From an optimization exercise on the open Yosys and OpenROAD flow, aimed at small area and a short achievable clock period; shortcuts taken in it are not production practice. RTL that was checked went through simulation tests only; none was proved equivalent to the original. No functional check of the RTL was part of runs 6 and 7. Power figures rest on the tool's default switching activity, not on a simulated workload.

`flow/config.mk`:
```
export PLATFORM = sky130hd
export DESIGN_NAME = bist
export DESIGN_NICKNAME = bist
export VERILOG_FILES = /design/flow/design.v
export SDC_FILE = /design/flow/constraint.sdc
export NUM_CORES = 4
export LEC_CHECK = 0
export CAP_MARGIN = 20
export CORE_MARGIN = 2
export CORE_UTILIZATION = 60
export CTS_BUF_LIST = sky130_fd_sc_hd__clkbuf_16
export CTS_CLUSTER_DIAMETER = 70
export CTS_CLUSTER_SIZE = 30
export PLACE_DENSITY = 0.72
export SETUP_SLACK_MARGIN = 2.55
export SLEW_MARGIN = 20
export SYNTH_HIERARCHICAL = 1
```
`flow/constraint.sdc`:
```
create_clock -name core_clock -period 5.0 [get_ports {clk}]
set_input_delay 1.0000 -clock core_clock [delete_from_list [all_inputs] [get_ports {clk}]]
set_output_delay 1.0000 -clock core_clock [all_outputs]
set_load 0.01 [all_outputs]
```
`flow/design.v`:
```
module bist #(parameter size = 6, length = 8) (
    input  logic clk,
    input  logic rst,
    input  logic start,
    input  logic csin,
    input  logic rwbarin,
    input  logic opr,
    input  logic [size-1:0] address,
    input  logic [length-1:0] datain,
    output logic [length-1:0] dataout,
    output logic fail
);
    logic        test;       
    logic [7:0]  rlo, rhi;
    logic [3:0]  cup;
    logic        cout;       
    logic        h;          
    logic [63:0][7:0] mem;
    genvar g, j, b;
    function automatic logic [7:0] pattern(input logic [2:0] p);
        case (p)
            3'd0: pattern = 8'hAA;
            3'd1: pattern = 8'h55;
            3'd2: pattern = 8'hF0;
            3'd3: pattern = 8'h0F;
            3'd4: pattern = 8'h00;
            3'd5: pattern = 8'hFF;
            3'd6: pattern = 8'h33;
            default: pattern = 8'hCC;
        endcase
    endfunction
    logic       n_o;         
    logic [1:0] en_n;        
    logic       trd;         
    logic       twr;         
    logic       n_d;         
    logic [7:0] tpat;        
    logic       cs, nrw;
    logic [7:0] d;
    assign cs  = test | csin;
    assign nrw = twr | (n_o & ~rwbarin);
    assign d   = tpat | (datain & {8{n_d}});
    logic n_lo, n_hr, n_hw;
    cell_dffs u_n_lo (.clk(clk), .set(rst), .d(~test_nx), .q(n_lo));
    cell_dffs u_n_hr (.clk(clk), .set(rst), .d(~test_nx), .q(n_hr));
    cell_dffs u_n_hw (.clk(clk), .set(rst), .d(~test_nx), .q(n_hw));
    logic [7:0] alo, ahir, ahiw, thir, thiw;
    logic [7:0] lo_w, hir, hiw;
    logic [7:0][7:0] lo_r;
    always_comb begin
        for (int i = 0; i < 8; i++) begin
            alo[i]  = (address[2:0] == i[2:0]) & n_lo;
            ahir[i] = (address[5:3] == i[2:0]) & rwbarin & n_hr;
            ahiw[i] = (address[5:3] == i[2:0]) & csin & ~rwbarin & n_hw;
            thir[i] = rhi[i] & cup[0];
            thiw[i] = rhi[i] & ~cup[0];
        end
    end
    generate
        for (g = 0; g < 8; g++) begin : g_dec
            for (j = 0; j < 8; j++) begin : g_lor
                cell_or2 u_lo_r (.a(alo[g]), .b(rlo[g]), .y(lo_r[j][g]));
            end
            cell_or2 u_lo_w (.a(alo[g]),  .b(rlo[g]),  .y(lo_w[g]));
            cell_or2 u_hir  (.a(ahir[g]), .b(thir[g]), .y(hir[g]));
            cell_or2 u_hiw  (.a(ahiw[g]), .b(thiw[g]), .y(hiw[g]));
        end
    endgenerate
    generate
        for (g = 0; g < 8; g++) begin : g_grp
            for (j = 0; j < 8; j++) begin : g_row
                logic we, wen;
                logic [7:0] nxt;
                cell_nand2 u_wen (.a(hiw[g]), .b(lo_w[j]), .y(wen));
                cell_inv   u_we  (.a(wen), .y(we));
                for (b = 0; b < 8; b++) begin : g_bit
                    cell_ao22 u_hold (.a1(mem[8*g+j][b]), .a2(wen), .b1(d[b]), .b2(we), .y(nxt[b]));
                end
                always_ff @(posedge clk) mem[8*g+j] <= nxt;
            end
        end
    endgenerate
    logic [7:0][7:0] grp;    
    logic [7:0] rsel, rdn_d, rdata_n;
    logic [7:0] wd;
    assign wd = d & {8{nrw}};
    generate
        for (b = 0; b < 8; b++) begin : g_rbit
            for (g = 0; g < 8; g++) begin : g_rgrp
                logic [7:0] col;
                for (j = 0; j < 8; j++) begin : g_col
                    assign col[j] = mem[8*g+j][b];
                end
                cell_ao8 u_g (.s(lo_r[b]), .q(col), .y(grp[b][g]));
            end
            cell_ao8  u_s (.s(hir), .q(grp[b]), .y(rsel[b]));
            cell_nor2 u_n (.a(rsel[b]), .b(wd[b]), .y(rdn_d[b]));
        end
    endgenerate
    always_ff @(posedge clk) begin
        if (cs) rdata_n <= rdn_d;
    end
    cell_dffs  u_n_o (.clk(clk), .set(rst), .d(~test_nx), .q(n_o));
    cell_dffs  u_n_d (.clk(clk), .set(rst), .d(~test_nx), .q(n_d));
    generate
        for (b = 0; b < 2; b++) begin : g_en
            cell_a31oi u_en (.a1(n_o), .a2(csin), .a3(rwbarin), .b1(trd), .y(en_n[b]));
        end
        for (b = 0; b < 8; b++) begin : g_out
            cell_nor2 u_o (.a(rdata_n[b]), .b(en_n[b/4]), .y(dataout[b]));
        end
    endgenerate
    logic       full;        
    logic       test_nx;
    logic [7:0] rlo_nx, rhi_nx;
    logic [3:0] cup_nx;
    assign full    = rlo[7] & rhi[7] & (&cup);
    assign test_nx = test ? ~cout : start;
    always_comb begin
        if (!test) begin
            rlo_nx = {7'd0, test_nx};
            rhi_nx = {7'd0, test_nx};
            cup_nx = 4'd0;
        end else if (full) begin
            rlo_nx = test_nx ? rlo : 8'd0;
            rhi_nx = test_nx ? rhi : 8'd0;
            cup_nx = cup;
        end else begin
            rlo_nx = {rlo[6:0], rlo[7]};
            rhi_nx = rlo[7] ? {rhi[6:0], rhi[7]} : rhi;
            cup_nx = (rlo[7] & rhi[7]) ? cup + 4'd1 : cup;
        end
    end
    always_ff @(posedge clk or posedge rst) begin
        if (rst) begin
            test <= 1'b0;
            trd  <= 1'b0;
            twr  <= 1'b0;
            tpat <= 8'd0;
        end else begin
            test <= test_nx;
            trd  <= test_nx & cup_nx[0];
            twr  <= test_nx & ~cup_nx[0];
            tpat <= test_nx ? pattern(cup_nx[3:1]) : 8'd0;
        end
    end
    always_ff @(posedge clk or posedge rst) begin
        if (rst) begin
            rlo <= 8'd0;
            rhi <= 8'd0;
        end else begin
            rlo <= rlo_nx;
            rhi <= rhi_nx;
        end
    end
    always_ff @(posedge clk) begin
        cup  <= cup_nx;
        cout <= test & full;
    end
    logic mism;
    assign mism = cup[0] ? (tpat != ~rdata_n) : (tpat != 8'h00);
    always_ff @(posedge clk or posedge rst) begin
        if (rst) begin
            h    <= 1'b0;
            fail <= 1'b0;
        end else begin
            h    <= cup[0];
            fail <= test & opr & h & mism;
        end
    end
endmodule
module cell_inv (input logic a, output logic y);
    assign y = ~a;
endmodule
module cell_nand2 (input logic a, b, output logic y);
    assign y = ~(a & b);
endmodule
module cell_or2 (input logic a, b, output logic y);
    assign y = a | b;
endmodule
module cell_nor2 (input logic a, b, output logic y);
    assign y = ~(a | b);
endmodule
module cell_ao22 (input logic a1, a2, b1, b2, output logic y);
    assign y = (a1 & a2) | (b1 & b2);
endmodule
module cell_ao8 (input logic [7:0] s, q, output logic y);
    assign y = |(s & q);
endmodule
module cell_a31oi (input logic a1, a2, a3, b1, output logic y);
    assign y = ~((a1 & a2 & a3) | b1);
endmodule
module cell_dffr (input logic clk, rst, d, output logic q);
    always_ff @(posedge clk or posedge rst) begin
        if (rst) q <= 1'b0;
        else     q <= d;
    end
endmodule
module cell_dffs (input logic clk, set, d, output logic q);
    always_ff @(posedge clk or posedge set) begin
        if (set) q <= 1'b1;
        else     q <= d;
    end
endmodule
```
`flow/flow/run.sh`:
```
#!/bin/bash
# Layout flow: the standard ORFS flow (standard.sh), with the port
# buffers made of buf_4 cells instead of the default delay-buffer cells.
set -euo pipefail
bash standard.sh 'BUFFER_PORTS_ARGS=-buffer_cell sky130_fd_sc_hd__buf_4' ${EXTRA_MAKE_ARGS:-} finish > flow_make.log 2>&1
```
`flow/standard.sh`:
```
#!/bin/bash
# synth_recipe.tcl (not shown) runs the flow's synth.tcl, then flattens the netlist and writes it again
# the make line also repeats each setting of config.mk as NAME=value (left out here)
make -C /OpenROAD-flow-scripts/flow DESIGN_CONFIG=/design/flow/config.mk WORK_HOME=/design/flow/orfs CLKGATE_MAP_FILE= SYNTH_SCRIPT=/design/flow/synth_recipe.tcl "${@:-finish}"
```
==> results.txt, run 1 <==
Post-Syn Nets 1872; DR WL/cell between 30 and 40 um; antenna-violating nets left 0; Final setup viols 0; synth unique cells between 40 and 50; number of global-route vias before repair between 15000 and 20000; detailed-route DRC error count 0; CP endpoint kind output pin; num rows 68; # IOs 29; area grow syn2layout 12.74%; switch share between 20% and 30%; Worst Setup Slack, final 2.374 ns; pre-CTS WS 1.540 ns; Setup CP Type flop to output pin; share of cells above drive strength 1 15.47%; Synthesis Warnings 8; clock latency (worst-skew pair) between 0.6 and 0.7 ns; WHS 0.3884 ns; register area share after synthesis about 55%; clock slew seen by the registers of the worst setup and hold paths 0.11 ns; Post-Syn Area 0.02073 sq mm; CTS tree built; Synth area leader dfxtp_1; fin. max-slew vios 0; worst path arrival time 1.63 ns; setup tns final 0 ns; Final min period 2.626 ns; Startpoint Class flop; initial drt markers 3028; Core Region between 0.03 and 0.04 sq mm; clock skew 0.02826 ns; DRT Wirelength 84630 um; Die Width approximately 190 um; Post-synth EDFFs 8; Comb pwr share 0.4%; wire length on met2 34380 um; largest net degree at the start of global routing 66; Via Count roughly 18000; initial antenna violation count 2; PwrDens 322.2 mW/mm^2; Internal 5.740 mW; Critical Path RT 4.00 ns; H-Tree Level Count 1; Synth top area share 49.92%; cts bufs inserted 31; max-cap violations 0; Sequential Power Share 59.2%; Mapped Avg Cell Area 11.23 sq um; NetSw about 1.8 mW; Peak Freq 380.8 MHz; status finished clean; Seq cells post-synth 559; Die Ht 189.9 um; top cells by area, synth dfxtp_1, a22o_1, a22oi_1; DP HPWL 59510 um; asr flop ratio synth 6.082%; GP Congestion ~1.1; top cells by count, synth a22o_1, dfxtp_1, a22oi_1; worst hold path class input port to async pin; PortBufs 28; Final Total Pwr about 7.5 mW; # clock sinks between 500 and 600; clk buf depth 3; P_leak 9.329 nW; DR top layer met5; Critical path origin u_n_o.q; Synth Flop Type dfxtp_1; met1 WL 32850 um; final worst path period share 52.52%; Hold Fails Final Rpt 0; Least-Margin Pin Slew 1.069 ns; met3 wire length 12150 um; maximum vdd drop 0.0003665 V; CTS root buf clkbuf_16; count leader, synth a22o_1; Die ar. 0.03606 sq mm; FILL cells 2576; Synth Instances about 1800; gr ovfl total 0; Hold Buf Count CTS 0; Initial Util 60.47%; gr usage total 45.68%; TritonRoute pass-1 iters 6; CP max FO 4; first-pass GRT wire length roughly 120000 um; RSZ-0062 raised after global routing true; vias per std cell 7.586; Clock power frac 40.4%; r2r startpoint u_n_lo.q; Net count, final 1943; Rel. slew slack 28.76%
flip-flops by register name, indices dropped and copies added (netlist names):
register  cells
rdata_n       8
cout          1
trd           1
u_n_lo.q      1
mem         512
h             1
rlo           8
u_n_d.q       1
twr           1
rhi           8
cup           4
u_n_hw.q      1
test          1
fail          1
u_n_o.q       1
u_n_hr.q      1
tpat          8
modules after synthesis, one instance, submodules excluded:
module      cell area [sq um]  copies in the design
bist                    12380                     1
cell_a31oi              6.256                     2
cell_ao22               8.758                   512
cell_ao8                36.28                    72
cell_dffs               30.03                     5
cell_inv                3.754                    64
cell_nand2              3.754                    64
cell_nor2               3.754                    16
cell_or2                6.256                    88
what timing repair did:
item | in CTS | in global routing
gates resized for setup | 43 | 160
pin swaps | 8 | 20
endpoints found under the setup margin | 325 | 436
buffers inserted | 1 | 1
cells in the final DEF (no fill, tap or decap), types with 16 or more instances in the layout:
cell type	synthesis	final
a22o_1	525	525
dfxtp_1	517	516
a22oi_1	288	203
a22oi_2	0	85
nand4_1	77	77
nand2_1	77	69
inv_1	76	65
buf_4	0	43
or2_4	1	38
nor2_1	47	34
clkbuf_16	0	31
or2_1	89	29
dfrtp_1	29	28
or2_2	1	24
nor2b_1	16	16
cell type report:
cell class	instances	area [sq um]	share of cell area, %
timing repair buffer	44	334.1	1.429
inverter	78	305.3	1.306
antenna	2	5.005	0.02141
tap	455	569.3	2.435
sequential	559	11450	48.99
multi-input combinational	1204	9588	41.02
clock inverter	23	346.6	1.483
clock buffer	31	775.7	3.319
per-stage QoR:
| step | instances | instance area [sq um] | utilization, % |
|---|---|---|---|
| after floorplan | 1847 | 20740 | - |
| after global placement | 2338 | 21600 | 62.99 |
| after detailed placement | 2338 | 21600 | 63.00 |
| after CTS | 2393 | 22870 | 66.70 |
| after global routing | 2394 | 23370 | 68.16 |
| final | 2396 | 23380 | 68.18 |
logic make-up (layout without fill, tap and decap cells):
group                      count (synthesis)  in the layout  synth area share [%]
AOI/OAI and AO/OA                        841            841                 33.50
and+or+nand+nor                          347            347                 8.925
muxes                                      2              2                0.1026
DFF                                      559            559                 55.21
buffers and inverters                     84            176                 1.581
adders and majority gates                  5              5                0.3017
other                                      0              2                     0
xor gates and xnor gates                   9              9                0.3802
layer usage:
layer,global-route usage [%],up-vias
li1,-,7569
met1,63.73,8934
met2,63.55,1411
met3,14.90,261
met4,22.27,2
met5,0,-
path summary, 6_finish.rpt:
path / end / slack (ns) / depth (start not counted)
max: dataout[7] / 2.37 / 3
min: u_n_lo.q / 0.39 / 2
max reg2reg: rdata_n[1] / 2.43 / 9
min reg2reg: mem[481] / 0.50 / 1
max in group asynchronous: rlo[7] / 4.10 / 2
min in group core_clock: mem[481] / 0.50 / 1
critical path, stage by stage (launching register included):
cell     delay [ns]
dfstp_2        0.61
a31oi_4        0.13
nor2_1         0.12
buf_4          0.13
power by group through the flow:
stage | clock [mW] | sequential, mW | combinational, mW
final | 3.04 | 4.46 | 0.0284
after global routing | 3.20 | 4.46 | 0.0308
after CTS | 3.02 | 4.46 | 0.0275
after detailed placement | 0 | 4.56 | 0.0262
after global placement | 0 | 4.56 | 0.0257
after floorplan | 0 | 4.56 | 0.00774
==> inputs of run 2 (changes only) <==
--- a/flow/config.mk
+++ b/flow/config.mk
@@ -12,6 +12,6 @@
 export CTS_CLUSTER_DIAMETER = 70
 export CTS_CLUSTER_SIZE = 30
 export PLACE_DENSITY = 0.72
-export SETUP_SLACK_MARGIN = 2.55
+export SETUP_SLACK_MARGIN = 2.4
 export SLEW_MARGIN = 20
 export SYNTH_HIERARCHICAL = 1
==> results.txt, run 2 <==
status finished clean (unchanged); DR WL/cell 35.81 um (was 35.32 um); clock skew 0.03198 ns (was 0.02826 ns); Post-Syn Area 0.02073 sq mm (unchanged); CP max FO 9 (was 4); cts bufs inserted 30 (was 31); # IOs 29 (unchanged); fin area 0.02303 sq mm (was 0.02338 sq mm); most used routing layer met2 (was met1); Top reg by flops mem (unchanged); Post-Layout Cell Count 2399 (was 2396); maximum vdd drop 0.0003322 V (was 0.0003665 V); Final Util 67.18% (was 68.18%); Clock power frac 39.9% (was 40.4%); Hold Fails Final Rpt 0 (unchanged); Comb pwr share 0.4% (about the same); gr ovfl total 0 (unchanged); CTS root buf clkbuf_16 (unchanged); global-route track usage on met2 66.03% (was 63.55%); r2r startpoint u_n_lo.q (unchanged); synth unique cells 42 (unchanged); H-Tree Level Count 1 (unchanged); share of cells above drive strength 1 10.77% (was 15.47%); Die ar. 0.03606 sq mm (unchanged); antenna-violating nets left 0 (unchanged); initial drt markers 3169 (was 3028); largest net degree at the start of global routing 65 (was 66); detailed-route DRC error count 0 (unchanged); CP endpoint kind flop (was output pin); area grow syn2layout 11.09% (was 12.74%); Placed Instances 2339 (was 2338); CP Buf/Inv Count 1 (unchanged); fin. max-slew vios 0 (unchanged); r2r endpoint rdata_n[2] (was rdata_n[1]); # clock sinks 559 (unchanged); Post-Syn Nets 1872 (unchanged); first-pass GRT wire length 119800 um (was 119300 um); Rel. slew slack 29.57% (was 28.76%); register area share after synthesis 55.21% (unchanged); Startpoint Class input port (was flop); PwrDens 324.3 mW/mm^2 (was 322.2 mW/mm^2); commonest non-fill, non-tap cell in the layout a22o_1 (unchanged); vias per std cell 7.749 (was 7.586); Synth area leader dfxtp_1 (unchanged); Core Region 0.03429 sq mm (unchanged); top cells by area, synth dfxtp_1, a22o_1, a22oi_1 (unchanged); clock latency (worst-skew pair) 0.62 ns (was 0.64 ns); placed instance area 0.02161 sq mm (was 0.02160 sq mm); FILL cells 2615 (was 2576); Synth Flop Type dfxtp_1 (unchanged); asr flop ratio synth 6.082% (unchanged); NetSw 1.738 mW (was 1.792 mW); Initial Util 60.47% (unchanged); DP HPWL 60240 um (was 59510 um); Synth top area share 49.92% (unchanged); num rows 68 (unchanged); Final Total Pwr 7.470 mW (was 7.532 mW); number of global-route vias before repair 16378 (was 16300); most frequent cells in the layout a22o_1, dfxtp_1, a22oi_1 (unchanged); Crit-path slowest cell nor2_1 (was dfstp_2); clock slew seen by the registers of the worst setup and hold paths 0.11 ns (about the same); PortBufs 28 (unchanged); worst path arrival time 3.17 ns (was 1.63 ns); Final min period 2.814 ns (was 2.626 ns); Sequential Power Share 59.7% (was 59.2%); RSZ-0062 raised after global routing true (unchanged); R2R depth 8 (was 9); Die Ht 189.9 um (unchanged); Via Count 18591 (was 18177); met3 GRT Util 12.91% (was 14.90%); switch share 23.27% (was 23.79%); CP top delay family simple AND/OR/NAND/NOR gates (was flip-flops); Worst Setup Slack, final 2.186 ns (was 2.374 ns); GP Congestion 1.123 (was 1.114); WHS 0.4211 ns (was 0.3884 ns); Hold Buf Count CTS 0 (unchanged); max-cap violations 0 (unchanged); Final setup viols 0 (unchanged); CTS tree built (unchanged); Least-Margin Pin Slew 1.057 ns (was 1.069 ns); final worst path period share 56.28% (was 52.52%); Mapped Avg Cell Area 11.23 sq um (unchanged); FF-to-FF setup slack 2.21 ns (was 2.43 ns); DRT Wirelength 85920 um (was 84630 um); Net count, final 1942 (was 1943); Internal 5.732 mW (was 5.740 mW); Largest register FFs 512 (unchanged); Synthesis Warnings 8 (unchanged); critical-path cell list buf_4, nand2b_1, nor2_1, or2_1, a22oi_1, nand4_1, a22oi_1, nand4_1, nor2_1 (was a31oi_4, nor2_1, buf_4); worst hold path class input port to async pin (unchanged); initial antenna violation count 5 (was 2); top cells by count, synth a22o_1, dfxtp_1, a22oi_1 (unchanged); Critical Path RT 5.36 ns (was 4.00 ns); Synth Instances 1847 (unchanged); count leader, synth a22o_1 (unchanged); Post-synth EDFFs 8 (unchanged); Levels on crit path 9 (was 3); gr usage total 46.06% (was 45.68%); P_leak 9.337 nW (was 9.329 nW); met1 Track Usage GR 62.23% (was 63.73%); setup tns final 0 ns (unchanged); pre-CTS WS 1.600 ns (was 1.540 ns); Seq cells post-synth 559 (unchanged); CP peak stage delay 0.51 ns (was 0.61 ns); clk buf depth 3 (unchanged); Setup CP Type input port to flop (was flop to output pin); Peak Freq 355.4 MHz (was 380.8 MHz); Die Width 189.9 um (unchanged); TritonRoute pass-1 iters 6 (unchanged)
## run 2: per-module statistics from Yosys, one instance, submodules excluded
module / cells / times used
bist: 731 / 1
cell_ao8: 5 / 72
cell_dffs: 2 / 5
cell_ao22: 1 / 512
cell_a31oi: 1 / 2
cell_or2: 1 / 88
cell_inv: 1 / 64
cell_nand2: 1 / 64
cell_nor2: 1 / 16
## run 2: routing by layer
layer	wire [um]	up-vias	share of wire [%]
met3	11970	320	14
met4	6786	2	7.9
met1	32010	9094	37
met2	35140	1614	41
li1	-	7561	-
met5	13	-	0.015
## run 2: power by group through the flow
stage / registers [mW] / clock network, mW / logic [mW]
floorplan: 4.56 / 0 / 0.00774
global placement: 4.56 / 0 / 0.0256
detailed placement: 4.56 / 0 / 0.0266
CTS: 4.46 / 2.98 / 0.0275
global route: 4.46 / 3.15 / 0.0306
finish: 4.46 / 2.98 / 0.0281
## run 2: timing repair
| item | 4_1_cts | 5_1_grt |
|---|---|---|
| cloned | 0 | 0 |
| pin swaps | 0 | 15 |
| endpoints found under the setup margin | 68 | 149 |
| setup buffers | 0 | 1 |
| gates resized for setup | 30 | 64 |
## run 2: layout make-up
| type | instances | area [sq um] | share of cell area (%) |
|---|---|---|---|
| clock inverters | 25 | 309.0 | 1.342 |
| clock buffers | 31 | 775.7 | 3.368 |
| inverters | 78 | 297.8 | 1.293 |
| diodes | 3 | 7.507 | 0.03259 |
| repair buffers | 44 | 334.1 | 1.450 |
| multi-input cells | 1204 | 9289 | 40.33 |
| flip-flops and latches | 559 | 11450 | 49.72 |
| well taps | 455 | 569.3 | 2.471 |
## run 2: cells by family (layout without fill, tap and decap cells)
kind of cell	count (synthesis)	after routing	share of synthesized area, %
flops	559	559	55.21
simple gates	347	347	8.925
mux	2	2	0.1026
buf+inv	84	178	1.581
xor+xnor	9	9	0.3802
compound gates	841	841	33.50
other cells	0	3	0
fa+ha+maj	5	5	0.3017
## run 2: worst max-delay path by stage
stage,start,to,slack [ns]
floorplan,datain[0],rdata_n[0],2.46
global route,address[2],rdata_n[2],2.21
CTS,u_n_o.q,dataout[2],2.38
detailed placement,address[2],rdata_n[0],1.60
global placement,address[2],rdata_n[0],1.65
finish,address[2],rdata_n[2],2.19
## run 2: worst register-to-register path, cell delays in order, from the launching register on
cell and delay (ns):
dfstp_2 0.58, nand2b_1 0.14, nor2_1 0.51, or2_1 0.50, a22oi_1 0.30, nand4_1 0.18
a22oi_1 0.11, nand4_1 0.18, nor2_1 0.06
==> inputs of run 3 (changes only) <==
--- a/flow/config.mk
+++ b/flow/config.mk
@@ -9,9 +9,9 @@
 export CORE_MARGIN = 2
 export CORE_UTILIZATION = 60
 export CTS_BUF_LIST = sky130_fd_sc_hd__clkbuf_16
-export CTS_CLUSTER_DIAMETER = 70
+export CTS_CLUSTER_DIAMETER = 80
 export CTS_CLUSTER_SIZE = 30
 export PLACE_DENSITY = 0.72
-export SETUP_SLACK_MARGIN = 2.4
+export SETUP_SLACK_MARGIN = 2.7
 export SLEW_MARGIN = 20
 export SYNTH_HIERARCHICAL = 1
==> results.txt, run 3 <==
Least-Margin Pin Slew 1.121 ns (was 1.057 ns); CP endpoint kind output pin (was flop); clock skew 0.03834 ns (was 0.03198 ns); PortBufs 28 (unchanged); setup tns final 0 ns (unchanged); H-Tree Level Count 1 (unchanged); clk buf depth 3 (unchanged); clock slew seen by the registers of the worst setup and hold paths 0.11 ns (about the same); CTS tree built (unchanged); GP Congestion 1.076 (was 1.123); CTS root buf clkbuf_16 (unchanged); Critical Path RT 4.00 ns (was 5.36 ns); Critical path origin u_n_o.q (was address[2]); FILL cells 2487 (was 2615); initial antenna violation count 6 (was 5); Post-Syn Nets 1872 (unchanged); asr flop ratio synth 6.082% (unchanged); CP endpoint dataout[6] (was rdata_n[2]); num rows 68 (unchanged); most used routing layer met2 (unchanged); worst hold path class input port to async pin (unchanged); Die ar. 0.03606 sq mm (unchanged); Final min period 2.589 ns (was 2.814 ns); PwrDens 299.7 mW/mm^2 (was 324.3 mW/mm^2); P_leak 9.305 nW (was 9.337 nW); TritonRoute pass-1 iters 7 (was 6); gr usage total 46.77% (was 46.06%); Post-synth EDFFs 8 (unchanged); status finished clean (unchanged); # clock sinks 559 (unchanged); Largest register FFs 512 (unchanged); vias per std cell 7.741 (was 7.749); R2R depth 6 (was 8); Startpoint Class flop (was input port); Setup CP Type flop to output pin (was input port to flop); DRT Wirelength 86720 um (was 85920 um); cts bufs inserted 25 (was 30); Final Util 68.91% (was 67.18%); maximum vdd drop 0.0004155 V (was 0.0003322 V); commonest non-fill, non-tap cell in the layout a22o_1 (unchanged); DR WL/cell 36.27 um (was 35.81 um); Post-Syn Area 0.02073 sq mm (unchanged); worst path arrival time 1.59 ns (was 3.17 ns); detailed-route DRC error count 0 (unchanged); area grow syn2layout 13.96% (was 11.09%); count leader, synth a22o_1 (unchanged); first-pass GRT wire length 121100 um (was 119800 um); clock latency (worst-skew pair) 0.62 ns (about the same); Synthesis Warnings 8 (unchanged); Peak Freq 386.3 MHz (was 355.4 MHz); max-cap violations 0 (unchanged); r2r endpoint rdata_n[0] (was rdata_n[2]); critical-path cell list a31oi_4, nor2_1, buf_4 (was buf_4, nand2b_1, nor2_1, or2_1, a22oi_1, nand4_1, a22oi_1, nand4_1, nor2_1); Net count, final 1946 (was 1942); initial drt markers 2769 (was 3169); met1 Track Usage GR 63.52% (was 62.23%); Top reg by flops mem (unchanged); fin. max-slew vios 0 (unchanged); Seq cells post-synth 559 (unchanged); Synth Flop Type dfxtp_1 (unchanged); Rel. slew slack 25.28% (was 29.57%); synth unique cells 42 (unchanged); global-route track usage on met2 68.37% (was 66.03%); met3 GRT Util 13.36% (was 12.91%); Initial Util 60.47% (unchanged); gr ovfl total 0 (unchanged); Synth Instances 1847 (unchanged); largest net degree at the start of global routing 44 (was 65); register area share after synthesis 55.21% (unchanged); CP peak stage delay 0.61 ns (was 0.51 ns); number of global-route vias before repair 16758 (was 16378); RSZ-0062 raised after global routing true (unchanged); Synth area leader dfxtp_1 (unchanged); CP max FO 4 (was 9); Die Ht 189.9 um (unchanged); FF-to-FF setup slack 2.50 ns (was 2.21 ns); final worst path period share 51.78% (was 56.28%); Hold Fails Final Rpt 0 (unchanged); Mapped Avg Cell Area 11.23 sq um (unchanged); Synth top area share 49.92% (unchanged); Via Count 18509 (was 18591); r2r startpoint rlo[3] (was u_n_lo.q); top cells by count, synth a22o_1, dfxtp_1, a22oi_1 (unchanged); Core Region 0.03429 sq mm (unchanged); # IOs 29 (unchanged); DP HPWL 61780 um (was 60240 um); most frequent cells in the layout a22o_1, dfxtp_1, a22oi_1 (unchanged); Hold Buf Count CTS 0 (unchanged); top cells by area, synth dfxtp_1, a22o_1, a22oi_1 (unchanged); antenna-violating nets left 0 (unchanged); Crit-path slowest cell dfstp_2 (was nor2_1); Final setup viols 0 (unchanged); Die Width 189.9 um (unchanged); share of cells above drive strength 1 18.61% (was 10.77%)
run 3: cell counts after synthesis:
No cell type changed its count.
run 3: logic make-up after synthesis:
kind of cell | after synthesis | synth area share, %
xor+xnor | 9 | 0.3802
mux | 2 | 0.1026
compound gates | 841 | 33.50
flops | 559 | 55.21
simple gates | 347 | 8.925
buf+inv | 84 | 1.581
fa+ha+maj | 5 | 0.3017
run 3: worst min-delay path by stage:
stage | start | depth (start not counted) | slack [ns] | to
floorplan | cup[0] | 0 | 0.37 | h
global placement | mem[272] | 1 | 0.47 | mem[272]
detailed placement | mem[377] | 1 | 0.47 | mem[377]
CTS | rst | 2 | 0.42 | u_n_d.q
global route | rst | 2 | 0.44 | u_n_hr.q
finish | rst | 2 | 0.43 | u_n_d.q
run 3: metrics by stage:
step	worst slack [ns]	total power [mW]	cells	hold slack, ns	area, sq um
6_report	2.411	7.081	2391	0.4253	23630
5_1_grt	2.345	7.221	2389	0.4382	23620
4_1_cts	2.427	7.066	2376	0.4153	23080
3_5_place_dp	1.508	4.592	2332	0.4708	21640
3_3_place_gp	1.453	4.592	2332	0.4661	21640
2_1_floorplan	2.679	4.572	1847	0.3724	20830
run 3: per-layer routing:
| metal | up-vias | routed length, um |
|---|---|---|
| li1 | 7551 | - |
| met1 | 9076 | 32490 |
| met2 | 1559 | 36380 |
| met3 | 317 | 12090 |
| met4 | 6 | 5718 |
| met5 | - | 42 |
run 3: what timing repair did:
| action | 4_1_cts | 5_1_grt |
|---|---|---|
| setup endpoints to repair | 545 | 413 |
| buffers inserted | 3 | 12 |
| resized for setup | 153 | 120 |
| cloned | 1 | 1 |
| pin swaps | 24 | 34 |
run 3: per-module statistics from Yosys (local to each module, per instance):
| module | flops+latches | area [sq um] | copies in the design |
|---|---|---|---|
| cell_nand2 | 0 | 3.754 | 64 |
| bist | 554 | 12380 | 1 |
| cell_a31oi | 0 | 6.256 | 2 |
| cell_or2 | 0 | 6.256 | 88 |
| cell_nor2 | 0 | 3.754 | 16 |
| cell_inv | 0 | 3.754 | 64 |
| cell_dffs | 1 | 30.03 | 5 |
| cell_ao22 | 0 | 8.758 | 512 |
| cell_ao8 | 0 | 36.28 | 72 |
run 3: power breakdown:
| part | internal [mW] | switching, mW |
|---|---|---|
| clock network | 1.07 | 1.51 |
| registers | 4.46 | 0 |
| logic | 0.0158 | 0.0197 |
| total | 5.55 | 1.53 |
run 3: cell type report:
| cell class | count | area [sq um] | share of cell area, % |
|---|---|---|---|
| repair buffers | 51 | 430.4 | 1.822 |
| clock buffers | 25 | 625.6 | 2.648 |
| inverters | 78 | 301.5 | 1.276 |
| well taps | 455 | 569.3 | 2.409 |
| flip-flops and latches | 559 | 11460 | 48.48 |
| clock inverters | 15 | 205.2 | 0.8684 |
| multi-input cells | 1205 | 10030 | 42.44 |
| repair inverters | 1 | 7.507 | 0.03177 |
| diodes | 2 | 5.005 | 0.02118 |
run 3: worst max-delay path: cells and delay by family, from the launching register on:
| family | cells | cell delay, ns |
|---|---|---|
| flops | 1 | 0.61 |
| buf+inv | 1 | 0.14 |
| simple gates | 1 | 0.13 |
| compound gates | 1 | 0.12 |
==> inputs of run 4 (changes only) <==
--- a/flow/config.mk
+++ b/flow/config.mk
@@ -9,8 +9,8 @@
 export CORE_MARGIN = 2
 export CORE_UTILIZATION = 60
 export CTS_BUF_LIST = sky130_fd_sc_hd__clkbuf_16
-export CTS_CLUSTER_DIAMETER = 80
-export CTS_CLUSTER_SIZE = 30
+export CTS_CLUSTER_DIAMETER = 70
+export CTS_CLUSTER_SIZE = 25
 export PLACE_DENSITY = 0.72
 export SETUP_SLACK_MARGIN = 2.7
 export SLEW_MARGIN = 20
==> results.txt, run 4 <==
status finished clean (unchanged); asr flop ratio synth 6.082% (unchanged); CP endpoint dataout[1] (was dataout[6]); r2r endpoint rdata_n[0] (unchanged); number of global-route vias before repair 16780 (was 16758); register area share after synthesis 55.21% (unchanged); GP Congestion 1.076 (unchanged); final worst path period share 51.69% (was 51.78%); Post-Synth Adder-Cell Area 0.3017% (unchanged); Initial Util 60.47% (unchanged); Die Ht 189.9 um (unchanged); NetSw 1.597 mW (was 1.530 mW); Synthesis Warnings 8 (unchanged); clk buf depth 3 (unchanged); # clock sinks 559 (unchanged); PortBufs 28 (unchanged); area grow syn2layout 14.92% (was 13.96%); count leader, synth a22o_1 (unchanged); max-cap violations 0 (unchanged); synth unique cells 42 (unchanged); Top reg by flops mem (unchanged); fin. max-slew vios 0 (unchanged); CP peak stage delay 0.60 ns (was 0.61 ns); PwrDens 305.3 mW/mm^2 (was 299.7 mW/mm^2); critical-path cell list a31oi_4, nor2_1, buf_4 (unchanged); Comb pwr share 0.5% (about the same); CTS root buf clkbuf_16 (unchanged); DRT Wirelength 87440 um (was 86720 um); Hold Fails Final Rpt 0 (unchanged); CTS tree built (unchanged); num rows 68 (unchanged); Post-Synth XOR/XNOR Area 0.3802% (unchanged); Critical path origin u_n_o.q (unchanged); initial antenna violation count 4 (was 6); antenna-violating nets left 0 (unchanged); Final min period 2.584 ns (was 2.589 ns); worst path arrival time 1.58 ns (was 1.59 ns); FF-to-FF setup slack 2.58 ns (was 2.50 ns); CP max FO 4 (unchanged); Seq cells post-synth 559 (unchanged); main combinational cell family by area after synthesis compound AO/OA/AOI/OAI gates (unchanged); first-pass GRT wire length 121200 um (was 121100 um); share of cells above drive strength 1 19.11% (was 18.61%); Post-Syn Area 0.02073 sq mm (unchanged); DR WL/cell 36.56 um (was 36.27 um); most frequent cells in the layout a22o_1, dfxtp_1, a22oi_2 (was a22o_1, dfxtp_1, a22oi_1); cts bufs inserted 30 (was 25); clock slew seen by the registers of the worst setup and hold paths 0.10 ns (was 0.11 ns); Largest register FFs 512 (unchanged); Die ar. 0.03606 sq mm (unchanged); Via Count 18520 (was 18509); Core Region 0.03429 sq mm (unchanged); Synth Instances 1847 (unchanged); clock latency (worst-skew pair) 0.63 ns (was 0.62 ns); switch share 21.95% (was 21.60%); initial drt markers 2849 (was 2769); Crit-path slowest cell dfstp_2 (unchanged); H-Tree Level Count 1 (unchanged); Setup CP Type flop to output pin (unchanged); setup tns final 0 ns (unchanged); Rel. slew slack 22.37% (was 25.28%); gr usage total 46.78% (was 46.77%); commonest non-fill, non-tap cell in the layout a22o_1 (unchanged); Clock power frac 38.2% (was 36.5%); r2r startpoint u_n_lo.q (was rlo[3]); Post-synth EDFFs 8 (unchanged); Final Util 69.49% (was 68.91%); top cells by area, synth dfxtp_1, a22o_1, a22oi_1 (unchanged); top cells by count, synth a22o_1, dfxtp_1, a22oi_1 (unchanged); gr ovfl total 0 (unchanged); Mapped Avg Cell Area 11.23 sq um (unchanged); Startpoint Class flop (unchanged); Synth Area in Simple Gates 8.925% (unchanged); maximum vdd drop 0.0003549 V (was 0.0004155 V); Internal 5.678 mW (was 5.551 mW); TritonRoute pass-1 iters 8 (was 7); Post-Syn Nets 1872 (unchanged); vias per std cell 7.742 (was 7.741); Synth Flop Type dfxtp_1 (unchanged); DP HPWL 61780 um (unchanged); Net count, final 1948 (was 1946); Placed Instances 2332 (unchanged); Final setup viols 0 (unchanged); R2R depth 9 (was 6); Synth top area share 49.92% (unchanged); largest net degree at the start of global routing 44 (unchanged); Post-Layout Cell Count 2392 (was 2391); Compound-Gate Fraction of Synth Area 33.50% (unchanged); worst hold path class input port to async pin (unchanged); RSZ-0062 raised after global routing true (unchanged); Critical Path RT 4.00 ns (about the same); P_leak 9.390 nW (was 9.305 nW); Peak Freq 387.0 MHz (was 386.3 MHz); Sequential Power Share 61.3% (was 63.0%); mux contribution to synthesized area 0.1026% (unchanged); Least-Margin Pin Slew 1.164 ns (was 1.121 ns); Die Width 189.9 um (unchanged); clock skew 0.03351 ns (was 0.03834 ns); detailed-route DRC error count 0 (unchanged); CP endpoint kind output pin (unchanged); Synth area leader dfxtp_1 (unchanged); # IOs 29 (unchanged)
-- run 4: cell counts after synthesis --
No cell type changed its count.
-- run 4: worst min-delay path by stage --
stage | startpoint | end | slack [ns]
global placement | mem[272] | mem[272] | 0.47
global route | rst | u_n_o.q | 0.42
CTS | rst | u_n_o.q | 0.40
floorplan | cup[0] | h | 0.37
detailed placement | mem[377] | mem[377] | 0.47
finish | rst | u_n_o.q | 0.41
-- run 4: modules after synthesis (local to each module, per instance) --
module      cell area [sq um]  cells
bist                    12380    731
cell_a31oi              6.256      1
cell_ao22               8.758      1
cell_ao8                36.28      5
cell_dffs               30.03      2
cell_inv                3.754      1
cell_nand2              3.754      1
cell_nor2               3.754      1
cell_or2                6.256      1
-- run 4: kinds of logic after synthesis --
| logic type | Yosys count |
|---|---|
| and+or+nand+nor | 347 |
| adders and majority gates | 5 |
| muxes | 2 |
| AOI/OAI and AO/OA | 841 |
| buffers and inverters | 84 |
| xor gates and xnor gates | 9 |
| DFF | 559 |
-- run 4: repair_timing --
action / CTS / global route
gates cloned: 1 / 0
setup buffers: 9 / 4
gates resized for setup: 142 / 134
pin swaps: 32 / 43
hold buffers: 0 / 0
setup endpoints to repair: 541 / 430
-- run 4: critical path: cells and delay by family (launching register included) --
kind                   cells  cell delay [ns]
AOI/OAI and AO/OA          1             0.11
buffers and inverters      1             0.13
DFF                        1             0.60
and+or+nand+nor            1             0.11
-- run 4: through the flow --
step	total power [mW]	area [sq um]	worst slack (ns)	hold WS (ns)
2_1_floorplan	4.572	20830	2.679	0.3724
3_3_place_gp	4.592	21640	1.453	0.4661
3_5_place_dp	4.592	21640	1.508	0.4708
4_1_cts	7.251	23200	2.407	0.3968
5_1_grt	7.399	23830	2.355	0.4201
6_report	7.276	23830	2.416	0.4062
-- run 4: final cells by class --
type | count | area (sq um)
fillers | 2462 | 10460
repair buffers | 49 | 444.2
flip-flops and latches | 559 | 11450
diodes | 1 | 2.502
multi-input cells | 1204 | 10100
well taps | 455 | 569.3
clock inverters | 13 | 143.9
repair inverters | 1 | 7.507
inverters | 78 | 301.5
clock buffers | 32 | 800.8
-- run 4: power by group through the flow --
stage	clock [mW]	combinational, mW	sequential [mW]
after detailed placement	0	0.0276	4.56
after CTS	2.76	0.0327	4.46
after global routing	2.90	0.0363	4.46
after global placement	0	0.0274	4.56
final	2.78	0.0338	4.46
after floorplan	0	0.00813	4.56
-- run 4: layer usage --
layer | track usage, % | wire length, um | vias up
met5 | 0 | 31 | -
met4 | 24.09 | 6124 | 4
met3 | 13.71 | 13050 | 315
met2 | 67.77 | 36230 | 1621
met1 | 63.48 | 32010 | 9022
li1 | - | - | 7558
==> inputs of run 5 (changes only) <==
--- a/flow/config.mk
+++ b/flow/config.mk
@@ -7,11 +7,11 @@
 export LEC_CHECK = 0
 export CAP_MARGIN = 20
 export CORE_MARGIN = 2
-export CORE_UTILIZATION = 60
+export CORE_UTILIZATION = 70
 export CTS_BUF_LIST = sky130_fd_sc_hd__clkbuf_16
 export CTS_CLUSTER_DIAMETER = 70
 export CTS_CLUSTER_SIZE = 25
-export PLACE_DENSITY = 0.72
+export PLACE_DENSITY = 0.82
 export SETUP_SLACK_MARGIN = 2.7
 export SLEW_MARGIN = 20
 export SYNTH_HIERARCHICAL = 1
==> results.txt, run 5 <==
Critical Path RT 5.36 ns (was 4.00 ns); antenna-violating nets left 0 (unchanged); commonest non-fill, non-tap cell in the layout a22o_1 (unchanged); initial drt markers 4406 (was 2849); Critical path origin u_n_lo.q (was u_n_o.q); Seq cells post-synth 559 (unchanged); GP Congestion 1.075 (was 1.076); maximum vdd drop 0.0003603 V (was 0.0003549 V); area grow syn2layout 12.94% (was 14.92%); Post-synth EDFFs 8 (unchanged); setup tns final 0 ns (unchanged); critical-path cell list nand2b_4, nor3_4, or2_1, a22oi_1, nand4_1, a22oi_2, nand4_1, nor2_1 (was a31oi_4, nor2_1, buf_4); Net count, final 1956 (was 1948); Initial Util 70.52% (was 60.47%); Setup CP Type flop to flop (was flop to output pin); clock skew 0.02023 ns (was 0.03351 ns); DRT Wirelength 86410 um (was 87440 um); CP max FO 9 (was 4); final worst path period share 54.42% (was 51.69%); Via Count 19398 (was 18520); Synth Instances 1847 (unchanged); CP endpoint kind flop (was output pin); r2r startpoint u_n_lo.q (unchanged); largest net degree at the start of global routing 65 (was 44); gr usage total 53.19% (was 46.78%); DR WL/cell 36.96 um (was 36.56 um); Core Region 0.02940 sq mm (was 0.03429 sq mm); Hold Fails Final Rpt 0 (unchanged); clock latency (worst-skew pair) 0.60 ns (was 0.63 ns); R2R depth 8 (was 9); DP HPWL 57790 um (was 61780 um); Synth area leader dfxtp_1 (unchanged); Crit-path slowest cell dfstp_2 (unchanged); Die Ht 176.1 um (was 189.9 um); Worst Setup Slack, final 2.279 ns (was 2.416 ns); clk buf depth 3 (unchanged); Final min period 2.721 ns (was 2.584 ns); Mapped Avg Cell Area 11.23 sq um (unchanged); Post-Syn Area 0.02073 sq mm (unchanged); share of cells above drive strength 1 15.95% (was 19.11%); TritonRoute pass-1 iters 11 (was 8); vias per std cell 8.297 (was 7.742); count leader, synth a22o_1 (unchanged); Largest register FFs 512 (unchanged); most frequent cells in the layout a22o_1, dfxtp_1, a22oi_1 (was a22o_1, dfxtp_1, a22oi_2); Synth top area share 49.92% (unchanged); worst path arrival time 3.08 ns (was 1.58 ns); RSZ-0062 raised after global routing true (unchanged); register area share after synthesis 55.21% (unchanged); worst hold path class input port to async pin (unchanged); initial antenna violation count 7 (was 4); max-cap violations 0 (unchanged); Placed Instances 2269 (was 2332); Hold Buf Count CTS 0 (unchanged); number of global-route vias before repair 17663 (was 16780); Die Width 176.1 um (was 189.9 um); gr ovfl total 0 (unchanged); # clock sinks 559 (unchanged); pre-CTS WS 1.503 ns (was 1.508 ns); CTS root buf clkbuf_16 (unchanged); CTS tree built (unchanged); Die ar. 0.03101 sq mm (was 0.03606 sq mm); top cells by count, synth a22o_1, dfxtp_1, a22oi_1 (unchanged); num rows 63 (was 68); clock slew seen by the registers of the worst setup and hold paths 0.09 ns (was 0.10 ns); CP peak stage delay 0.60 ns (about the same); Least-Margin Pin Slew 1.078 ns (was 1.164 ns); PwrDens 313.9 mW/mm^2 (was 305.3 mW/mm^2); Rel. slew slack 28.14% (was 22.37%); status finished clean (unchanged); top cells by area, synth dfxtp_1, a22o_1, a22oi_1 (unchanged); FF-to-FF setup slack 2.28 ns (was 2.58 ns); Post-Layout Cell Count 2338 (was 2392); PortBufs 28 (unchanged); detailed-route DRC error count 0 (unchanged); Startpoint Class flop (unchanged); H-Tree Level Count 1 (unchanged); Synthesis Warnings 8 (unchanged); first-pass GRT wire length 120500 um (was 121200 um); P_leak 9.358 nW (was 9.390 nW); # IOs 29 (unchanged); CP endpoint rdata_n[6] (was dataout[1]); Synth Flop Type dfxtp_1 (unchanged); cts bufs inserted 31 (was 30); Top reg by flops mem (unchanged); most numerous cell on the critical path nand4_1; fin. max-slew vios 0 (unchanged); synth unique cells 42 (unchanged); Peak Freq 367.5 MHz (was 387.0 MHz); Final setup viols 0 (unchanged); asr flop ratio synth 6.082% (unchanged); Post-Syn Nets 1872 (unchanged); r2r endpoint rdata_n[6] (was rdata_n[0])
-- run 5: how the worst min path moves through the flow --
stage                     startpoint       end  cells past startpoint
after detailed placement    mem[217]  mem[217]                      1
after CTS                        rst  u_n_hr.q                      2
after global placement      mem[392]  mem[392]                      1
after global routing             rst  u_n_lo.q                      2
after floorplan               cup[0]         h                      0
final                            rst   u_n_d.q                      2
-- run 5: area by class of cell --
class	instances	area, sq um
well taps	390	488.0
flip-flops and latches	559	11450
diodes	5	12.51
repair buffers	56	467.9
multi-input cells	1205	9701
clock inverters	13	193.9
inverters	78	301.5
fillers	1661	5983
clock buffers	32	800.8
-- run 5: Yosys stat by module (local to each module, per instance), excerpt --
module / copies in the design / cells
cell_dffs: 5 / 2
cell_ao8: 72 / 5
cell_a31oi: 2 / 1
cell_or2: 88 / 1
bist: 1 / 731
cell_nor2: 16 / 1
cell_nand2: 64 / 1
cell_ao22: 512 / 1
-- run 5: metrics by stage --
step / hold slack, ns / util [%] / instance area (sq um) / power [mW]
after floorplan: 0.3724 / - / 20830 / 4.572
final: 0.4632 / 79.65 / 23420 / 7.351
after global placement: 0.4659 / 73.36 / 21570 / 4.591
after CTS: 0.4316 / 78.65 / 23130 / 7.310
after detailed placement: 0.4705 / 73.36 / 21570 / 4.593
after global routing: 0.4596 / 79.62 / 23410 / 7.494
-- run 5: repair_timing --
action	in CTS	in global routing
gates cloned	1	0
setup buffers	4	14
setup endpoints to repair	538	441
resized for setup	144	60
pin swaps	38	26
-- run 5: layer usage --
metal	track usage [%]	share of wire [%]	routed length, um	up-vias
li1	-	-	-	7587
met1	65.91	33	28910	9246
met2	76.47	41	35210	2069
met3	21.25	17	14280	488
met4	34.61	9.1	7882	8
met5	4.167	0.15	127	-
-- run 5: report_power, final --
part,leakage (nW),total [mW],internal (mW),switching (mW)
Sequential,4.67,4.46,4.46,0
Clock,0.483,2.85,1.27,1.59
Combinational,4.20,0.0381,0.0165,0.0215
Total,9.36,7.35,5.74,1.61
-- run 5: worst max-delay path: cells and delay by family, from the launching register on --
family           cells  cell delay [ns]
AND/OR/NAND/NOR      6             1.50
AO/OA/AOI/OAI        2             0.38
flip-flops           1             0.60
-- run 5: logic make-up (layout without fill, tap and decap cells) --
group / count (synthesis) / count (layout) / share of synthesized area [%]
multiplexers: 2 / 2 / 0.1026
XOR/XNOR: 9 / 9 / 0.3802
other: 0 / 5 / 0
AO/OA/AOI/OAI: 841 / 841 / 33.50
buffers and inverters: 84 / 179 / 1.581
flip-flops: 559 / 559 / 55.21
AND/OR/NAND/NOR: 347 / 348 / 8.925
adder cells (fa/ha/maj): 5 / 5 / 0.3017
==> inputs of run 6 (changes only) <==
--- a/flow/design.v
+++ b/flow/design.v
@@ -104,7 +104,9 @@
     cell_dffs  u_n_d (.clk(clk), .set(rst), .d(~test_nx), .q(n_d));
     generate
         for (b = 0; b < 2; b++) begin : g_en
-            cell_a31oi u_en (.a1(n_o), .a2(csin), .a3(rwbarin), .b1(trd), .y(en_n[b]));
+            logic nwr;
+            cell_inv   u_nwr (.a(twr), .y(nwr));
+            cell_a31oi u_en  (.a1(nwr), .a2(csin), .a3(rwbarin), .b1(trd), .y(en_n[b]));
         end
         for (b = 0; b < 8; b++) begin : g_out
             cell_nor2 u_o (.a(rdata_n[b]), .b(en_n[b/4]), .y(dataout[b]));
--- a/flow/config.mk
+++ b/flow/config.mk
@@ -7,11 +7,11 @@
 export LEC_CHECK = 0
 export CAP_MARGIN = 20
 export CORE_MARGIN = 2
-export CORE_UTILIZATION = 70
+export CORE_UTILIZATION = 60
 export CTS_BUF_LIST = sky130_fd_sc_hd__clkbuf_16
 export CTS_CLUSTER_DIAMETER = 70
 export CTS_CLUSTER_SIZE = 25
-export PLACE_DENSITY = 0.82
+export PLACE_DENSITY = 0.72
 export SETUP_SLACK_MARGIN = 2.7
 export SLEW_MARGIN = 20
 export SYNTH_HIERARCHICAL = 1
==> results.txt, run 6 <==
Via Count 18706 (was 19398); CTS tree built (unchanged); top cells by count, synth a22o_1, dfxtp_1, a22oi_1 (unchanged); Top reg by flops mem (unchanged); Rel. slew slack 41.67% (was 28.14%); status finished clean (unchanged); Final setup viols 0 (unchanged); gr usage total 47.06% (was 53.19%); CP endpoint kind flop (unchanged); final antenna diode count 0 (was 5); TritonRoute pass-1 iters 6 (was 11); PortBufs 28 (unchanged); Die Width 189.9 um (was 176.1 um); # clock sinks 559 (unchanged); detailed-route DRC error count 0 (unchanged); clk buf depth 3 (unchanged); Synth top area share 49.90% (was 49.92%); fin. max-slew vios 0 (unchanged); DP HPWL 60450 um (was 57790 um); clock latency (worst-skew pair) 0.55 ns (was 0.60 ns); DR top layer met5 (unchanged); FF-to-FF setup slack 2.55 ns (was 2.28 ns); Post-Syn Area 0.02074 sq mm (was 0.02073 sq mm); met3 wire length 11830 um (was 14280 um); antenna-violating nets left 0 (unchanged); initial antenna violation count 2 (was 7); setup tns final 0 ns (unchanged); CP Buf/Inv Count 2 (was 0); wire length on met2 35230 um (was 35210 um); Compound-Gate Fraction of Synth Area 33.49% (was 33.50%); Hold Buf Count CTS 0 (unchanged); gr ovfl total 0 (unchanged); num rows 68 (was 63); main combinational cell family by area after synthesis compound AO/OA/AOI/OAI gates (unchanged); Die ar. 0.03607 sq mm (was 0.03101 sq mm); register area share after synthesis 55.19% (was 55.21%); share of cells above drive strength 1 21.90% (was 15.95%); critical-path cell list buf_8, nand2b_4, buf_4, nor2_4, or2_4, a22oi_2, nand4_1, a22oi_2, nand4_1, nor2_1 (was nand2b_4, nor3_4, or2_1, a22oi_1, nand4_1, a22oi_2, nand4_1, nor2_1); # IOs 29 (unchanged); DRT Wirelength 86590 um (was 86410 um); Mapped Avg Cell Area 11.22 sq um (was 11.23 sq um); Seq cells post-synth 559 (unchanged); Post-Synth Adder-Cell Area 0.3016% (was 0.3017%); H-Tree Level Count 2 (was 1); initial drt markers 3029 (was 4406); Post-synth EDFFs 8 (unchanged); Critical Path RT 5.40 ns (was 5.36 ns); Post-Syn Nets 1874 (was 1872); R2R depth 9 (was 8); Die Ht 189.9 um (was 176.1 um); WHS 0.4897 ns (was 0.4632 ns); maximum vdd drop 0.0003701 V (was 0.0003603 V); DR WL/cell 35.94 um (was 36.96 um); Hold Fails Final Rpt 0 (unchanged); CP top delay family simple AND/OR/NAND/NOR gates (unchanged); Post-Synth XOR/XNOR Area 0.3800% (was 0.3802%); largest net degree at the start of global routing 44 (was 65); Synth area leader dfxtp_1 (unchanged); vias per std cell 7.765 (was 8.297); Crit-path slowest cell a22oi_2 (was dfstp_2); clock skew 0.01809 ns (was 0.02023 ns); Startpoint Class input port (was flop); Synth Instances 1849 (was 1847); CP endpoint rdata_n[3] (was rdata_n[6]); commonest non-fill, non-tap cell in the layout a22o_1 (unchanged); number of global-route vias before repair 16945 (was 17663); RSZ-0062 raised after global routing true (unchanged); worst path arrival time 3.03 ns (was 3.08 ns); max-cap violations 0 (unchanged); area grow syn2layout 16.05% (was 12.94%); Levels on crit path 10 (was 8); Net count, final 1959 (was 1956); Initial Util 60.49% (was 70.52%); mux contribution to synthesized area 0.1025% (was 0.1026%); Final min period 2.621 ns (was 2.721 ns); Least-Margin Pin Slew 0.8702 ns (was 1.078 ns); Final Util 70.21% (was 79.65%); Setup CP Type input port to flop (was flop to flop); r2r startpoint u_n_lo.q (unchanged); worst hold path class input port to async pin (unchanged); Peak Freq 381.5 MHz (was 367.5 MHz); PwrDens 315.1 mW/mm^2 (was 313.9 mW/mm^2); Core Region 0.03429 sq mm (was 0.02940 sq mm); GP Congestion 1.062 (was 1.075); Largest register FFs 512 (unchanged); Synth Area in Simple Gates 8.921% (was 8.925%); CP max FO 9 (unchanged); Critical path origin address[2] (was u_n_lo.q); first-pass GRT wire length 123200 um (was 120500 um); CP peak stage delay 0.33 ns (was 0.60 ns); Synth Flop Type dfxtp_1 (unchanged); CTS root buf clkbuf_16 (unchanged); clock slew seen by the registers of the worst setup and hold paths 0.09 ns (about the same); most frequent cells in the layout a22o_1, dfxtp_1, a22oi_1 (unchanged); P_leak 9.496 nW (was 9.358 nW); count leader, synth a22o_1 (unchanged); met1 WL 32700 um (was 28910 um); Synthesis Warnings 8 (unchanged); top cells by area, synth dfxtp_1, a22o_1, a22oi_1 (unchanged); r2r endpoint rdata_n[3] (was rdata_n[6]); final worst path period share 52.42% (was 54.42%); Final Total Pwr 7.585 mW (was 7.351 mW); synth unique cells 42 (unchanged); cts bufs inserted 34 (was 31); asr flop ratio synth 6.082% (unchanged)
run 6: cell types whose count changed after synthesis, sizes merged:
cell,delta
inv,+2
run 6: through the flow:
| stage | std cells | instance area [sq um] | setup WS, ns |
|---|---|---|---|
| 3_5_place_dp | 2338 | 21680 | 1.560 |
| 6_report | 2409 | 24070 | 2.379 |
| 4_1_cts | 2405 | 23830 | 2.419 |
| 5_1_grt | 2409 | 24070 | 2.398 |
| 2_1_floorplan | 1849 | 20840 | 2.679 |
| 3_3_place_gp | 2338 | 21670 | 1.577 |
run 6: cell families after synthesis:
group,after synthesis
xor+xnor,9
simple gates,347
flops,559
mux,2
compound gates,841
buf+inv,86
fa+ha+maj,5
run 6: worst min path at each step:
stage	to	slack, ns	cells past startpoint
floorplan	h	0.37	0
detailed placement	mem[219]	0.47	1
CTS	u_n_lo.q	0.48	2
finish	u_n_o.q	0.49	2
global route	u_n_o.q	0.48	2
global placement	mem[69]	0.47	1
run 6: final cells by class:
class | count | area (sq um)
Timing Repair Buffer | 53 | 436.7
Multi-Input combinational cell | 1205 | 10160
Clock buffer | 35 | 875.8
Sequential cell | 559 | 11450
Timing Repair inverter | 1 | 5.005
Clock inverter | 21 | 246.5
Inverter | 80 | 319.1
Fill cell | 2511 | 10220
Tap cell | 455 | 569.3
run 6: worst reg2reg max path, delay by kind of cell, from the launching register on:
| kind | cells | cell delay [ns] |
|---|---|---|
| AOI/OAI and AO/OA | 2 | 0.59 |
| buffers and inverters | 1 | 0.15 |
| DFF | 1 | 0.42 |
| and+or+nand+nor | 6 | 1.15 |
run 6: per-module statistics from Yosys, one instance, submodules excluded, excerpt:
module / area [sq um] / flops+latches
cell_ao8: 36.28 / 0
bist: 12380 / 554
cell_or2: 6.256 / 0
cell_a31oi: 6.256 / 0
cell_ao22: 8.758 / 0
cell_nor2: 3.754 / 0
run 6: per-layer routing:
metal / vias to the layer above / GRT usage, %
met5: - / 0
met4: 4 / 28.00
met3: 322 / 13.08
met2: 1583 / 66.87
met1: 9197 / 63.96
li1: 7600 / -
run 6: power breakdown:
part	switching, mW	internal [mW]	leakage, nW
clock network	1.64	1.45	0.549
logic	0.0206	0.0170	4.28
registers	0	4.46	4.67
total	1.66	5.92	9.50
run 6: what timing repair did:
action,4_1_cts,5_1_grt
resized for setup,262,74
setup buffers,10,3
gates cloned,1,1
setup endpoints to repair,513,484
pin swaps,48,18
==> inputs of run 7 (changes only) <==
--- a/flow/design.v
+++ b/flow/design.v
@@ -29,17 +29,17 @@
             default: pattern = 8'hCC;
         endcase
     endfunction
-    logic       n_o;         
     logic [1:0] en_n;        
     logic       trd;         
     logic       twr;         
     logic       n_d;         
-    logic [7:0] tpat;        
+    logic [7:0] pat;         
     logic       cs, nrw;
     logic [7:0] d;
     assign cs  = test | csin;
-    assign nrw = twr | (n_o & ~rwbarin);
-    assign d   = tpat | (datain & {8{n_d}});
+    assign nrw = twr | (~trd & ~rwbarin);
+    assign pat = pattern(cup[3:1]);
+    assign d   = n_d ? datain : pat;
     logic n_lo, n_hr, n_hw;
     cell_dffs u_n_lo (.clk(clk), .set(rst), .d(~test_nx), .q(n_lo));
     cell_dffs u_n_hr (.clk(clk), .set(rst), .d(~test_nx), .q(n_hr));
@@ -100,7 +100,6 @@
     always_ff @(posedge clk) begin
         if (cs) rdata_n <= rdn_d;
     end
-    cell_dffs  u_n_o (.clk(clk), .set(rst), .d(~test_nx), .q(n_o));
     cell_dffs  u_n_d (.clk(clk), .set(rst), .d(~test_nx), .q(n_d));
     generate
         for (b = 0; b < 2; b++) begin : g_en
@@ -138,12 +137,10 @@
             test <= 1'b0;
             trd  <= 1'b0;
             twr  <= 1'b0;
-            tpat <= 8'd0;
         end else begin
             test <= test_nx;
             trd  <= test_nx & cup_nx[0];
             twr  <= test_nx & ~cup_nx[0];
-            tpat <= test_nx ? pattern(cup_nx[3:1]) : 8'd0;
         end
     end
     always_ff @(posedge clk or posedge rst) begin
@@ -160,7 +157,7 @@
         cout <= test & full;
     end
     logic mism;
-    assign mism = cup[0] ? (tpat != ~rdata_n) : (tpat != 8'h00);
+    assign mism = cup[0] ? (pat != ~rdata_n) : (pat != 8'h00);
     always_ff @(posedge clk or posedge rst) begin
         if (rst) begin
             h    <= 1'b0;
==> results.txt, run 7 <==
largest net degree at the start of global routing 66 (was 44); Largest register FFs 512 (unchanged); P_leak 9.325 nW (was 9.496 nW); Critical Path RT 5.38 ns (was 5.40 ns); Rel. slew slack 39.99% (was 41.67%); top cells by area, synth dfxtp_1, a22o_1, a22oi_1 (unchanged); Post-Syn Area 0.02064 sq mm (was 0.02074 sq mm); Peak Freq 385.7 MHz (was 381.5 MHz); share of cells above drive strength 1 23.62% (was 21.90%); Synthesis Warnings 8 (unchanged); DR WL/cell 37.38 um (was 35.94 um); gr usage total 49.03% (was 47.06%); final worst path period share 51.85% (was 52.42%); Core Region 0.03370 sq mm (was 0.03429 sq mm); initial drt markers 3095 (was 3029); Top reg by flops mem (unchanged); Hold Fails Final Rpt 0 (unchanged); PortBufs 28 (unchanged); Critical path origin u_n_lo.q (was address[2]); detailed-route DRC error count 0 (unchanged); CP endpoint kind flop (unchanged); asr flop ratio synth 4.545% (was 6.082%); Final min period 2.592 ns (was 2.621 ns); Setup CP Type flop to flop (was input port to flop); CTS tree built (unchanged); Final setup viols 0 (unchanged); Least-Margin Pin Slew 0.8968 ns (was 0.8702 ns); Synth area leader dfxtp_1 (unchanged); Die Ht 189.5 um (was 189.9 um); Post-synth EDFFs 8 (unchanged); DP HPWL 62990 um (was 60450 um); status finished clean (unchanged); Synth Flop Type dfxtp_1 (unchanged); top cells by count, synth a22o_1, dfxtp_1, a22oi_1 (unchanged); RSZ-0062 raised after global routing true (unchanged); Die Width 189.5 um (was 189.9 um); GP Congestion 1.117 (was 1.062); clock slew seen by the registers of the worst setup and hold paths 0.09 ns (about the same); # IOs 29 (unchanged); Via Count 19049 (was 18706); commonest non-fill, non-tap cell in the layout a22o_1 (unchanged); Mapped Avg Cell Area 11.15 sq um (was 11.22 sq um); Die ar. 0.03591 sq mm (was 0.03607 sq mm); FILL cells 2361 (was 2511); gr ovfl total 0 (unchanged); # clock sinks 550 (was 559); clk buf depth 3 (unchanged); Post-Syn Nets 1874 (unchanged); clock latency (worst-skew pair) 0.63 ns (was 0.55 ns); Final Util 71.21% (was 70.21%); r2r startpoint u_n_lo.q (unchanged); Seq cells post-synth 550 (was 559); Synth top area share 50.13% (was 49.90%); cts bufs inserted 30 (was 34); synth unique cells 54 (was 42); worst hold path class input port to async pin (unchanged); number of global-route vias before repair 17258 (was 16945); H-Tree Level Count 1 (was 2); WHS 0.3954 ns (was 0.4897 ns); area grow syn2layout 16.24% (was 16.05%); antenna-violating nets left 0 (unchanged); setup tns final 0 ns (unchanged); DRT Wirelength 90500 um (was 86590 um); first-pass GRT wire length 126900 um (was 123200 um); Synth Instances 1852 (was 1849); worst path arrival time 2.98 ns (was 3.03 ns); maximum vdd drop 0.0004288 V (was 0.0003701 V); most frequent cells in the layout a22o_1, dfxtp_1, a22oi_1 (unchanged); PwrDens 347.6 mW/mm^2 (was 315.1 mW/mm^2); register area share after synthesis 54.35% (was 55.19%); vias per std cell 7.868 (was 7.765); count leader, synth a22o_1 (unchanged); num rows 67 (was 68); Hold Buf Count CTS 0 (unchanged); Startpoint Class flop (was input port); max-cap violations 0 (unchanged); Initial Util 61.26% (was 60.49%); clock skew 0.01824 ns (was 0.01809 ns); CTS root buf clkbuf_16 (unchanged); initial antenna violation count 6 (was 2); CP max FO 9 (unchanged); TritonRoute pass-1 iters 14 (was 6); fin. max-slew vios 0 (unchanged); Net count, final 1974 (was 1959)
==> run 7: changes by cell type in the layout (fill, tap and decap cells not counted), moves of 7 or more <==
cell / change
inv_1: -14
a22o_2: +7
buf_4: +16
inv_2: +12
a22o_1: -7
nand2_1: +14
dfrtp_1: -8
==> run 7: final cells by class <==
class	count	area, sq um	area share, %
Sequential cell	550	11230	46.79
Multi-Input combinational cell	1218	10280	42.86
Clock buffer	31	775.7	3.233
Timing Repair Buffer	76	679.4	2.831
Tap cell	448	560.5	2.336
Inverter	76	295.3	1.230
Clock inverter	18	162.7	0.6778
Antenna cell	4	10.01	0.04171
==> run 7: cell families (layout without fill, tap and decap cells) <==
group,Yosys count,count (layout),share of synthesized area (%)
multiplexers,4,4,0.2242
other,0,4,0
adder cells (fa/ha/maj),2,2,0.1212
AO/OA/AOI/OAI,844,845,33.81
buffers and inverters,87,201,1.648
XOR/XNOR,15,15,0.6364
AND/OR/NAND/NOR,350,352,9.206
flip-flops,550,550,54.35
==> run 7: metrics by stage <==
stage	cells	total power, mW	instance area (sq um)	setup WS (ns)
2_1_floorplan	1852	5.331	20800	2.679
3_3_place_gp	2337	5.537	21660	1.495
3_5_place_dp	2337	5.565	21660	1.475
4_1_cts	2409	8.244	23560	2.452
5_1_grt	2417	8.515	23990	2.410
6_report	2421	8.342	24000	2.408
==> run 7: layer usage <==
layer,global-route usage (%),up-vias,routed length (um)
li1,-,7664,-
met5,0,-,13
met4,30.53,2,7661
met1,64.42,9236,33020
met2,70.41,1733,36910
met3,15.14,414,12880
==> run 7: per-module statistics from Yosys, one instance, submodules excluded <==
module      area [sq um]  cells inside  flops+latches  copies in the design
bist               12320           736            546                     1
cell_ao8           36.28             5              0                    72
cell_dffs          30.03             2              1                     4
cell_ao22          8.758             1              0                   512
cell_a31oi         6.256             1              0                     2
cell_or2           6.256             1              0                    88
cell_inv           3.754             1              0                    66
cell_nand2         3.754             1              0                    64
cell_nor2          3.754             1              0                    16
==> run 7: worst paths after layout <==
check	end	slack [ns]	cells after the start
max in group asynchronous	trd	3.93	2
setup / recovery	rdata_n[6]	2.41	8
min in group core_clock	mem[66]	0.50	1
setup reg to reg	rdata_n[6]	2.41	8
hold reg to reg	mem[66]	0.50	1
hold / removal	u_n_hr.q	0.40	2
==> run 7: worst max-delay path, stage by stage (launching register included) <==
cell	delay, ns
dfstp_2	0.61
nand2b_4	0.11
nor3_4	0.35
or2_1	0.47
a22oi_1	0.27
nand4_1	0.17
a22oi_1	0.12
nand4_1	0.19
nor2_1	0.06
==> run 7: power by group <==
group	internal [mW]	switching, mW	leakage [nW]
logic	0.343	0.264	4.27
registers	4.71	0.274	4.60
clock network	1.17	1.57	0.463
==> run 7: repair_timing <==
action,CTS,global route
cloned,3,1
endpoints found under the setup margin,519,433
gates resized for setup,214,114
setup buffers,20,7
pin swaps,39,29
endpoints found under the hold margin,0,0

[port drivers added, routing unchanged]
The flow's constraints put no driver on any port. The routed layouts listed below were extracted and timed again, unchanged, in two steps.
Step 1: set_driving_cell puts a clkbuf_16 on clk and a buf_2 on each other input, an assumption about the parent block.
Step 2, shift: input delay + t, output delay - t, t = (earliest + latest rising clock arrival at the registers) / 2. This alone moves slack from input paths to output paths.
Three values: ideal ports, drivers, drivers and shift; two values: the first two.
run | t (ns) | slack for setup (ns) | worst setup path after step 2 | worst data-port slew with drivers (ns) | pins driven straight from the clock port
run 1 | 0.679 | 2.374 / 2.316 / 1.749 | input to register | 0.04 | 1
run 2 | 0.662 | 2.186 / 2.208 / 1.555 | input to register | 0.04 | 1
run 3 | 0.655 | 2.411 / 2.355 / 1.793 | input to register | 0.06 | 1
run 4 | 0.666 | 2.416 / 2.360 / 1.826 | input to register | 0.05 | 1
run 5 | 0.649 | 2.279 / 2.279 / 1.635 | input to register | 0.08 | 1
run 6 | 0.601 | 2.379 / 2.375 / 1.775 | input to register | 0.08 | 1
run 7 | 0.678 | 2.408 / 2.391 / 1.742 | input to register | 0.07 | 1
After both steps setup and hold are still met in every run listed. The setup slack of run 7, which loses most, moves by -0.017 ns with the drivers and by -0.666 ns with both steps.
